This is an optimization exercise on Yosys and OpenROAD, whose aim is small area and a short achievable clock period, not a production implementation. RTL that was checked went through simulation tests only; none was proved equivalent to the original. No activity file was given, so power comes from the tool's default toggle rates.

==> inputs of v23 <==
==> flow/design.v <==
module mul8_top (
    input  logic        clk,
    input  logic [ 7:0] i_A,
    input  logic [ 7:0] i_B,
    output logic [15:0] o_result
);
    logic [ 7:0] a_q;
    logic [ 7:0] b_q;
    logic [15:0] product;
    r4mbe_dadda_multiplier_8bit mult_i (
        .i_A     (a_q),
        .i_B     (b_q),
        .o_result(product)
    );
    always_ff @(posedge clk) begin
        a_q      <= i_A;
        b_q      <= i_B;
        o_result <= product;
    end
endmodule

module HA (
    input  logic a,
    input  logic b,
    output logic s,
    output logic cout
);
    assign s = a ^ b;
    assign cout = a & b;
endmodule
module HAN (
    input  logic a,
    input  logic b,
    output logic s,
    output logic cout
);
    assign s = ~(a ^ b);
    assign cout = a | b;
endmodule
module FA (
    input  logic a,
    input  logic b,
    input  logic cin,
    output logic s,
    output logic cout
);
    assign s = a ^ b ^ cin;
    assign cout = (a & b) | (a & cin) | (b & cin);
endmodule
module r4mbe_dadda_multiplier_8bit (
    input  logic [ 7:0] i_A,
    input  logic [ 7:0] i_B,
    output logic [15:0] o_result
);
    wire pp0_0 = ~(i_A[0] & i_B[0]);
    wire pp0_1 = ~(i_A[0] & i_B[1]);
    wire pp0_2 = ~(i_A[0] & i_B[2]);
    wire pp0_3 = ~(i_A[0] & i_B[3]);
    wire pp0_4 = ~(i_A[0] & i_B[4]);
    wire pp0_5 = ~(i_A[0] & i_B[5]);
    wire pp0_6 = ~(i_A[0] & i_B[6]);
    wire pp0_7 = ~(i_A[0] & i_B[7]);
    wire pp1_0 = ~(i_A[1] & i_B[0]);
    wire pp1_1 = ~(i_A[1] & i_B[1]);
    wire pp1_2 = ~(i_A[1] & i_B[2]);
    wire pp1_3 = ~(i_A[1] & i_B[3]);
    wire pp1_4 = ~(i_A[1] & i_B[4]);
    wire pp1_5 = ~(i_A[1] & i_B[5]);
    wire pp1_6 = ~(i_A[1] & i_B[6]);
    wire pp1_7 = ~(i_A[1] & i_B[7]);
    wire pp2_0 = ~(i_A[2] & i_B[0]);
    wire pp2_1 = ~(i_A[2] & i_B[1]);
    wire pp2_2 = ~(i_A[2] & i_B[2]);
    wire pp2_3 = ~(i_A[2] & i_B[3]);
    wire pp2_4 = ~(i_A[2] & i_B[4]);
    wire pp2_5 = ~(i_A[2] & i_B[5]);
    wire pp2_6 = ~(i_A[2] & i_B[6]);
    wire pp2_7 = ~(i_A[2] & i_B[7]);
    wire pp3_0 = ~(i_A[3] & i_B[0]);
    wire pp3_1 = ~(i_A[3] & i_B[1]);
    wire pp3_2 = ~(i_A[3] & i_B[2]);
    wire pp3_3 = ~(i_A[3] & i_B[3]);
    wire pp3_4 = ~(i_A[3] & i_B[4]);
    wire pp3_5 = ~(i_A[3] & i_B[5]);
    wire pp3_6 = ~(i_A[3] & i_B[6]);
    wire pp3_7 = ~(i_A[3] & i_B[7]);
    wire pp4_0 = ~(i_A[4] & i_B[0]);
    wire pp4_1 = ~(i_A[4] & i_B[1]);
    wire pp4_2 = ~(i_A[4] & i_B[2]);
    wire pp4_3 = ~(i_A[4] & i_B[3]);
    wire pp4_4 = ~(i_A[4] & i_B[4]);
    wire pp4_5 = ~(i_A[4] & i_B[5]);
    wire pp4_6 = ~(i_A[4] & i_B[6]);
    wire pp4_7 = ~(i_A[4] & i_B[7]);
    wire pp5_0 = ~(i_A[5] & i_B[0]);
    wire pp5_1 = ~(i_A[5] & i_B[1]);
    wire pp5_2 = ~(i_A[5] & i_B[2]);
    wire pp5_3 = ~(i_A[5] & i_B[3]);
    wire pp5_4 = ~(i_A[5] & i_B[4]);
    wire pp5_5 = ~(i_A[5] & i_B[5]);
    wire pp5_6 = ~(i_A[5] & i_B[6]);
    wire pp5_7 = ~(i_A[5] & i_B[7]);
    wire pp6_0 = ~(i_A[6] & i_B[0]);
    wire pp6_1 = ~(i_A[6] & i_B[1]);
    wire pp6_2 = ~(i_A[6] & i_B[2]);
    wire pp6_3 = ~(i_A[6] & i_B[3]);
    wire pp6_4 = ~(i_A[6] & i_B[4]);
    wire pp6_5 = ~(i_A[6] & i_B[5]);
    wire pp6_6 = ~(i_A[6] & i_B[6]);
    wire pp6_7 = ~(i_A[6] & i_B[7]);
    wire pp7_0 = ~(i_A[7] & i_B[0]);
    wire pp7_1 = ~(i_A[7] & i_B[1]);
    wire pp7_2 = ~(i_A[7] & i_B[2]);
    wire pp7_3 = ~(i_A[7] & i_B[3]);
    wire pp7_4 = ~(i_A[7] & i_B[4]);
    wire pp7_5 = ~(i_A[7] & i_B[5]);
    wire pp7_6 = ~(i_A[7] & i_B[6]);
    wire pp7_7 = ~(i_A[7] & i_B[7]);
    wire s0, c1;
    HAN u_s0 (.a(pp0_6), .b(pp1_5), .s(s0), .cout(c1));
    wire s2, c3;
    FA u_s2 (.a(pp0_7), .b(pp1_6), .cin(pp2_5), .s(s2), .cout(c3));
    wire s4, c5;
    HAN u_s4 (.a(pp3_4), .b(pp4_3), .s(s4), .cout(c5));
    wire s6, c7;
    FA u_s6 (.a(pp1_7), .b(pp2_6), .cin(pp3_5), .s(s6), .cout(c7));
    wire s8, c9;
    HAN u_s8 (.a(pp4_4), .b(pp5_3), .s(s8), .cout(c9));
    wire s10, c11;
    FA u_s10 (.a(pp2_7), .b(pp3_6), .cin(pp4_5), .s(s10), .cout(c11));
    wire s12, c13;
    HAN u_s12 (.a(pp0_4), .b(pp1_3), .s(s12), .cout(c13));
    wire s14, c15;
    FA u_s14 (.a(pp0_5), .b(pp1_4), .cin(pp2_3), .s(s14), .cout(c15));
    wire s16, c17;
    HAN u_s16 (.a(pp3_2), .b(pp4_1), .s(s16), .cout(c17));
    wire s18, c19;
    FA u_s18 (.a(pp2_4), .b(pp3_3), .cin(pp4_2), .s(s18), .cout(c19));
    wire s20, c21;
    FA u_s20 (.a(pp5_1), .b(pp6_0), .cin(s0), .s(s20), .cout(c21));
    wire s22, c23;
    FA u_s22 (.a(pp5_2), .b(pp6_1), .cin(pp7_0), .s(s22), .cout(c23));
    wire s24, c25;
    FA u_s24 (.a(c1), .b(s4), .cin(s2), .s(s24), .cout(c25));
    wire s26, c27;
    FA u_s26 (.a(pp6_2), .b(pp7_1), .cin(c5), .s(s26), .cout(c27));
    wire s28, c29;
    FA u_s28 (.a(s8), .b(c3), .cin(s6), .s(s28), .cout(c29));
    wire s30, c31;
    FA u_s30 (.a(pp5_4), .b(pp6_3), .cin(pp7_2), .s(s30), .cout(c31));
    wire s32, c33;
    FA u_s32 (.a(c9), .b(c7), .cin(s10), .s(s32), .cout(c33));
    wire s34, c35;
    FA u_s34 (.a(pp3_7), .b(pp4_6), .cin(pp5_5), .s(s34), .cout(c35));
    wire s36, c37;
    FA u_s36 (.a(pp6_4), .b(pp7_3), .cin(c11), .s(s36), .cout(c37));
    wire s38, c39;
    FA u_s38 (.a(pp4_7), .b(pp5_6), .cin(pp6_5), .s(s38), .cout(c39));
    wire s40, c41;
    HAN u_s40 (.a(pp0_3), .b(pp1_2), .s(s40), .cout(c41));
    wire s42, c43;
    FA u_s42 (.a(pp2_2), .b(pp3_1), .cin(pp4_0), .s(s42), .cout(c43));
    wire s44, c45;
    FA u_s44 (.a(pp5_0), .b(c13), .cin(s16), .s(s44), .cout(c45));
    wire s46, c47;
    FA u_s46 (.a(c17), .b(c15), .cin(s18), .s(s46), .cout(c47));
    wire s48, c49;
    FA u_s48 (.a(c19), .b(s22), .cin(c21), .s(s48), .cout(c49));
    wire s50, c51;
    FA u_s50 (.a(c23), .b(s26), .cin(c25), .s(s50), .cout(c51));
    wire s52, c53;
    FA u_s52 (.a(s30), .b(c27), .cin(c29), .s(s52), .cout(c53));
    wire s54, c55;
    FA u_s54 (.a(c31), .b(s34), .cin(c33), .s(s54), .cout(c55));
    wire s56, c57;
    FA u_s56 (.a(pp7_4), .b(c35), .cin(s38), .s(s56), .cout(c57));
    wire s58, c59;
    FA u_s58 (.a(pp5_7), .b(pp6_6), .cin(pp7_5), .s(s58), .cout(c59));
    wire s60, c61;
    HAN u_s60 (.a(pp0_2), .b(pp1_1), .s(s60), .cout(c61));
    wire s62, c63;
    FA u_s62 (.a(pp2_1), .b(pp3_0), .cin(s40), .s(s62), .cout(c63));
    wire s64, c65;
    FA u_s64 (.a(c41), .b(s12), .cin(s42), .s(s64), .cout(c65));
    wire s66, c67;
    FA u_s66 (.a(c43), .b(s14), .cin(s44), .s(s66), .cout(c67));
    wire s68, c69;
    FA u_s68 (.a(c45), .b(s20), .cin(s46), .s(s68), .cout(c69));
    wire s70, c71;
    FA u_s70 (.a(c47), .b(s24), .cin(s48), .s(s70), .cout(c71));
    wire s72, c73;
    FA u_s72 (.a(s28), .b(c49), .cin(s50), .s(s72), .cout(c73));
    wire s74, c75;
    FA u_s74 (.a(s32), .b(c51), .cin(s52), .s(s74), .cout(c75));
    wire s76, c77;
    FA u_s76 (.a(s36), .b(c53), .cin(s54), .s(s76), .cout(c77));
    wire s78, c79;
    FA u_s78 (.a(c37), .b(s56), .cin(c55), .s(s78), .cout(c79));
    wire s80, c81;
    FA u_s80 (.a(c39), .b(s58), .cin(c57), .s(s80), .cout(c81));
    wire s82, c83;
    FA u_s82 (.a(pp6_7), .b(pp7_6), .cin(c59), .s(s82), .cout(c83));
    wire [15:0] ra = {1'b1, pp7_7, s82, s80, s78, c75, c73, c71, c69, c67, c65, c63, c61, pp2_0, pp0_1, pp0_0};
    wire [15:0] rb = {1'b1, c83, c81, c79, c77, s76, s74, s72, s70, s68, s66, s64, s62, s60, pp1_0, 1'b1};
    assign o_result = ~(ra + rb + 16'd1);
endmodule
==> flow/flow/run.sh <==
#!/bin/bash
# The standard layout (standard.sh), with two changes:
#  - ports are buffered with the smallest buffer, sky130_fd_sc_hd__buf_1;
#  - the clock tree is built without dummy loads.
# The make output goes to flow.log in the work folder; each ORFS step keeps its own
# log under orfs/logs/.
set -euo pipefail
export BUFFER_PORTS_ARGS="-buffer_cell sky130_fd_sc_hd__buf_1"
export CTS_ARGS="-sink_clustering_enable -repair_clock_nets -dont_use_dummy_load"
bash standard.sh > flow.log 2>&1
==> flow/standard.sh <==
#!/bin/bash
# synth_recipe.tcl (not shown) runs the flow's synth.tcl, then flattens the netlist and writes it again
# the make line also repeats each setting of config.mk as NAME=value (left out here)
make -C /OpenROAD-flow-scripts/flow DESIGN_CONFIG=/design/flow/config.mk WORK_HOME=/design/flow/orfs CLKGATE_MAP_FILE= SYNTH_SCRIPT=/design/flow/synth_recipe.tcl "${@:-finish}"
==> flow/config.mk <==
export PLATFORM = sky130hd
export DESIGN_NAME = mul8_top
export DESIGN_NICKNAME = mul8_top
export VERILOG_FILES = /design/flow/design.v
export SDC_FILE = /design/flow/constraint.sdc
export NUM_CORES = 4
export LEC_CHECK = 0
export CAP_MARGIN = 20
export CORE_MARGIN = 2
export CORE_UTILIZATION = 40
export SLEW_MARGIN = 20
export SYNTH_HIERARCHICAL = 1
export SYNTH_MINIMUM_KEEP_SIZE = 0
==> flow/constraint.sdc <==
create_clock -name core_clock -period 5.0 [get_ports {clk}]
set_input_delay 1.0000 -clock core_clock [delete_from_list [all_inputs] [get_ports {clk}]]
set_output_delay 1.0000 -clock core_clock [all_outputs]
set_load 0.01 [all_outputs]
==> inputs of v4, as changes to v23 <==
==> flow/design.v, changed modules only <==
module r4mbe_dadda_multiplier_8bit (
    input  logic [ 7:0] i_A,
    input  logic [ 7:0] i_B,
    output logic [15:0] o_result
);
    wire pp0_0 = i_A[0] & i_B[0];
    wire pp0_1 = i_A[0] & i_B[1];
    wire pp0_2 = i_A[0] & i_B[2];
    wire pp0_3 = i_A[0] & i_B[3];
    wire pp0_4 = i_A[0] & i_B[4];
    wire pp0_5 = i_A[0] & i_B[5];
    wire pp0_6 = i_A[0] & i_B[6];
    wire pp0_7 = i_A[0] & i_B[7];
    wire pp1_0 = i_A[1] & i_B[0];
    wire pp1_1 = i_A[1] & i_B[1];
    wire pp1_2 = i_A[1] & i_B[2];
    wire pp1_3 = i_A[1] & i_B[3];
    wire pp1_4 = i_A[1] & i_B[4];
    wire pp1_5 = i_A[1] & i_B[5];
    wire pp1_6 = i_A[1] & i_B[6];
    wire pp1_7 = i_A[1] & i_B[7];
    wire pp2_0 = i_A[2] & i_B[0];
    wire pp2_1 = i_A[2] & i_B[1];
    wire pp2_2 = i_A[2] & i_B[2];
    wire pp2_3 = i_A[2] & i_B[3];
    wire pp2_4 = i_A[2] & i_B[4];
    wire pp2_5 = i_A[2] & i_B[5];
    wire pp2_6 = i_A[2] & i_B[6];
    wire pp2_7 = i_A[2] & i_B[7];
    wire pp3_0 = i_A[3] & i_B[0];
    wire pp3_1 = i_A[3] & i_B[1];
    wire pp3_2 = i_A[3] & i_B[2];
    wire pp3_3 = i_A[3] & i_B[3];
    wire pp3_4 = i_A[3] & i_B[4];
    wire pp3_5 = i_A[3] & i_B[5];
    wire pp3_6 = i_A[3] & i_B[6];
    wire pp3_7 = i_A[3] & i_B[7];
    wire pp4_0 = i_A[4] & i_B[0];
    wire pp4_1 = i_A[4] & i_B[1];
    wire pp4_2 = i_A[4] & i_B[2];
    wire pp4_3 = i_A[4] & i_B[3];
    wire pp4_4 = i_A[4] & i_B[4];
    wire pp4_5 = i_A[4] & i_B[5];
    wire pp4_6 = i_A[4] & i_B[6];
    wire pp4_7 = i_A[4] & i_B[7];
    wire pp5_0 = i_A[5] & i_B[0];
    wire pp5_1 = i_A[5] & i_B[1];
    wire pp5_2 = i_A[5] & i_B[2];
    wire pp5_3 = i_A[5] & i_B[3];
    wire pp5_4 = i_A[5] & i_B[4];
    wire pp5_5 = i_A[5] & i_B[5];
    wire pp5_6 = i_A[5] & i_B[6];
    wire pp5_7 = i_A[5] & i_B[7];
    wire pp6_0 = i_A[6] & i_B[0];
    wire pp6_1 = i_A[6] & i_B[1];
    wire pp6_2 = i_A[6] & i_B[2];
    wire pp6_3 = i_A[6] & i_B[3];
    wire pp6_4 = i_A[6] & i_B[4];
    wire pp6_5 = i_A[6] & i_B[5];
    wire pp6_6 = i_A[6] & i_B[6];
    wire pp6_7 = i_A[6] & i_B[7];
    wire pp7_0 = i_A[7] & i_B[0];
    wire pp7_1 = i_A[7] & i_B[1];
    wire pp7_2 = i_A[7] & i_B[2];
    wire pp7_3 = i_A[7] & i_B[3];
    wire pp7_4 = i_A[7] & i_B[4];
    wire pp7_5 = i_A[7] & i_B[5];
    wire pp7_6 = i_A[7] & i_B[6];
    wire pp7_7 = i_A[7] & i_B[7];
    wire s0, c1;
    HA u_s0 (.a(pp0_6), .b(pp1_5), .s(s0), .cout(c1));
    wire s2, c3;
    FA u_s2 (.a(pp0_7), .b(pp1_6), .cin(pp2_5), .s(s2), .cout(c3));
    wire s4, c5;
    HA u_s4 (.a(pp3_4), .b(pp4_3), .s(s4), .cout(c5));
    wire s6, c7;
    FA u_s6 (.a(pp1_7), .b(pp2_6), .cin(pp3_5), .s(s6), .cout(c7));
    wire s8, c9;
    HA u_s8 (.a(pp4_4), .b(pp5_3), .s(s8), .cout(c9));
    wire s10, c11;
    FA u_s10 (.a(pp2_7), .b(pp3_6), .cin(pp4_5), .s(s10), .cout(c11));
    wire s12, c13;
    HA u_s12 (.a(pp0_4), .b(pp1_3), .s(s12), .cout(c13));
    wire s14, c15;
    FA u_s14 (.a(pp0_5), .b(pp1_4), .cin(pp2_3), .s(s14), .cout(c15));
    wire s16, c17;
    HA u_s16 (.a(pp3_2), .b(pp4_1), .s(s16), .cout(c17));
    wire s18, c19;
    FA u_s18 (.a(pp2_4), .b(pp3_3), .cin(pp4_2), .s(s18), .cout(c19));
    wire s20, c21;
    FA u_s20 (.a(pp5_1), .b(pp6_0), .cin(s0), .s(s20), .cout(c21));
    wire s22, c23;
    FA u_s22 (.a(pp5_2), .b(pp6_1), .cin(pp7_0), .s(s22), .cout(c23));
    wire s24, c25;
    FA u_s24 (.a(c1), .b(s4), .cin(s2), .s(s24), .cout(c25));
    wire s26, c27;
    FA u_s26 (.a(pp6_2), .b(pp7_1), .cin(c5), .s(s26), .cout(c27));
    wire s28, c29;
    FA u_s28 (.a(s8), .b(c3), .cin(s6), .s(s28), .cout(c29));
    wire s30, c31;
    FA u_s30 (.a(pp5_4), .b(pp6_3), .cin(pp7_2), .s(s30), .cout(c31));
    wire s32, c33;
    FA u_s32 (.a(c9), .b(c7), .cin(s10), .s(s32), .cout(c33));
    wire s34, c35;
    FA u_s34 (.a(pp3_7), .b(pp4_6), .cin(pp5_5), .s(s34), .cout(c35));
    wire s36, c37;
    FA u_s36 (.a(pp6_4), .b(pp7_3), .cin(c11), .s(s36), .cout(c37));
    wire s38, c39;
    FA u_s38 (.a(pp4_7), .b(pp5_6), .cin(pp6_5), .s(s38), .cout(c39));
    wire s40, c41;
    HA u_s40 (.a(pp0_3), .b(pp1_2), .s(s40), .cout(c41));
    wire s42, c43;
    FA u_s42 (.a(pp2_2), .b(pp3_1), .cin(pp4_0), .s(s42), .cout(c43));
    wire s44, c45;
    FA u_s44 (.a(pp5_0), .b(c13), .cin(s16), .s(s44), .cout(c45));
    wire s46, c47;
    FA u_s46 (.a(c17), .b(c15), .cin(s18), .s(s46), .cout(c47));
    wire s48, c49;
    FA u_s48 (.a(c19), .b(s22), .cin(c21), .s(s48), .cout(c49));
    wire s50, c51;
    FA u_s50 (.a(c23), .b(s26), .cin(c25), .s(s50), .cout(c51));
    wire s52, c53;
    FA u_s52 (.a(s30), .b(c27), .cin(c29), .s(s52), .cout(c53));
    wire s54, c55;
    FA u_s54 (.a(c31), .b(s34), .cin(c33), .s(s54), .cout(c55));
    wire s56, c57;
    FA u_s56 (.a(pp7_4), .b(c35), .cin(s38), .s(s56), .cout(c57));
    wire s58, c59;
    FA u_s58 (.a(pp5_7), .b(pp6_6), .cin(pp7_5), .s(s58), .cout(c59));
    wire s60, c61;
    HA u_s60 (.a(pp0_2), .b(pp1_1), .s(s60), .cout(c61));
    wire s62, c63;
    FA u_s62 (.a(pp2_1), .b(pp3_0), .cin(s40), .s(s62), .cout(c63));
    wire s64, c65;
    FA u_s64 (.a(c41), .b(s12), .cin(s42), .s(s64), .cout(c65));
    wire s66, c67;
    FA u_s66 (.a(c43), .b(s14), .cin(s44), .s(s66), .cout(c67));
    wire s68, c69;
    FA u_s68 (.a(c45), .b(s20), .cin(s46), .s(s68), .cout(c69));
    wire s70, c71;
    FA u_s70 (.a(c47), .b(s24), .cin(s48), .s(s70), .cout(c71));
    wire s72, c73;
    FA u_s72 (.a(s28), .b(c49), .cin(s50), .s(s72), .cout(c73));
    wire s74, c75;
    FA u_s74 (.a(s32), .b(c51), .cin(s52), .s(s74), .cout(c75));
    wire s76, c77;
    FA u_s76 (.a(s36), .b(c53), .cin(s54), .s(s76), .cout(c77));
    wire s78, c79;
    FA u_s78 (.a(c37), .b(s56), .cin(c55), .s(s78), .cout(c79));
    wire s80, c81;
    FA u_s80 (.a(c39), .b(s58), .cin(c57), .s(s80), .cout(c81));
    wire s82, c83;
    FA u_s82 (.a(pp6_7), .b(pp7_6), .cin(c59), .s(s82), .cout(c83));
    wire [15:0] ra = {1'b0, pp7_7, s82, s80, s78, c75, c73, c71, c69, c67, c65, c63, c61, pp2_0, pp0_1, pp0_0};
    wire [15:0] rb = {1'b0, c83, c81, c79, c77, s76, s74, s72, s70, s68, s66, s64, s62, s60, pp1_0, 1'b0};
    assign o_result = ra + rb;
endmodule
==> notes <==
v23 produced a clean layout. v4 produced a clean layout.
Against v23, the register-to-register slack of v4 is higher by 60 ps.
In v23 the synthesized cell count is larger than in v4, by 23%.
In v4 the first-iteration DRC count is smaller than in v23, by about 13%.
Clock power is about the same in v4 and v23.
Against v4, the sequential share of layout area of v23 is lower by 0.13 points.
Non-clock buffer count is the same in v4 and v23.
Against v23, the global-route usage of v4 is higher by 0.064 points.
Die area: v23 is larger than v4 (about 2.2%).
Between v23 and v4, the lower combinational power is in v4 (gap 27%, measured against v4).
Via count: v23 is larger than v4 (about 11%).
==> figures <==
|  | v4 | v23 |
|---|---|---|
| Fillers | 580 | 603 |
| Flop2flop setup slack | 1200 ps | 1150 ps |
| Post-synthesis sequential area ratio | 26.06% | 25.47% |
| Status | no timing/DRC/antenna violations | no timing/DRC/antenna violations |
| Library cells used by synthesis | 27 | 33 |
| Multi-input combinational area share | 66.22% | 62.31% |
| Synth Area in Simple Gates | 22.09% | 16.67% |
| Share of the synthesized area in the top cell type | 29.31% | 28.66% |
| Register-to-Register Path Depth | 10 | 11 |
| Power dissipated in the clock network | 0.000178 W | 0.000177 W |
| Combinational fraction of design power | 53.2% | 58.7% |
| Relative contribution of the clock network to total power | 15.9% | 13.8% |
| Clock-cell share of area | 2.517% | 2.503% |
| GPL Wtd Cong | 0.8034 | 0.8594 |
| Total leakage power | 1.256 nW | 1.189 nW |
| Multi-input combinational cell count | 187 | 196 |
| Full die area | 0.006790 mm² | 0.006937 mm² |
| Post-route cell area | 0.002734 mm² | 0.002749 mm² |
| Metal1 wirelength | 1992 µm | 2095 µm |
| Relative contribution of sequential cells to total power | 30.9% | 27.4% |
| Power per standard cell area | 407.4 mW/mm² | 466.1 mW/mm² |
| Horiz. Die Dim | 82.40 µm | 83.29 µm |
The RTL of v23 was laid out without a check of its function.

separate check: timing with driven ports:
No port has a modelled driver above. Below, the same layouts with a new extraction and two added sets of constraints.
Step 1 (the two cells are an assumption about what drives the block):
set clk [get_ports {clk}]
set_driving_cell -lib_cell sky130_fd_sc_hd__clkbuf_16 $clk
set_driving_cell -lib_cell sky130_fd_sc_hd__buf_2 [delete_from_list [all_inputs] $clk]
Step 2, shift: input delay + t, output delay - t, t = (earliest + latest rising clock arrival at the registers) / 2. This alone moves slack from input paths to output paths.
Slacks: ideal / step 1 / step 2; pairs: ideal / step 1.
run | t, ns | setup WS [ns] | worst slew at a driven data input, ns | cell pins on the clock port's net
v23 | 0.300 | 1.146 / 1.146 / 1.146 | 0.03 | 1
v4 | 0.302 | 1.205 / 1.205 / 1.205 | 0.03 | 1
After both steps every run listed still meets setup and hold.
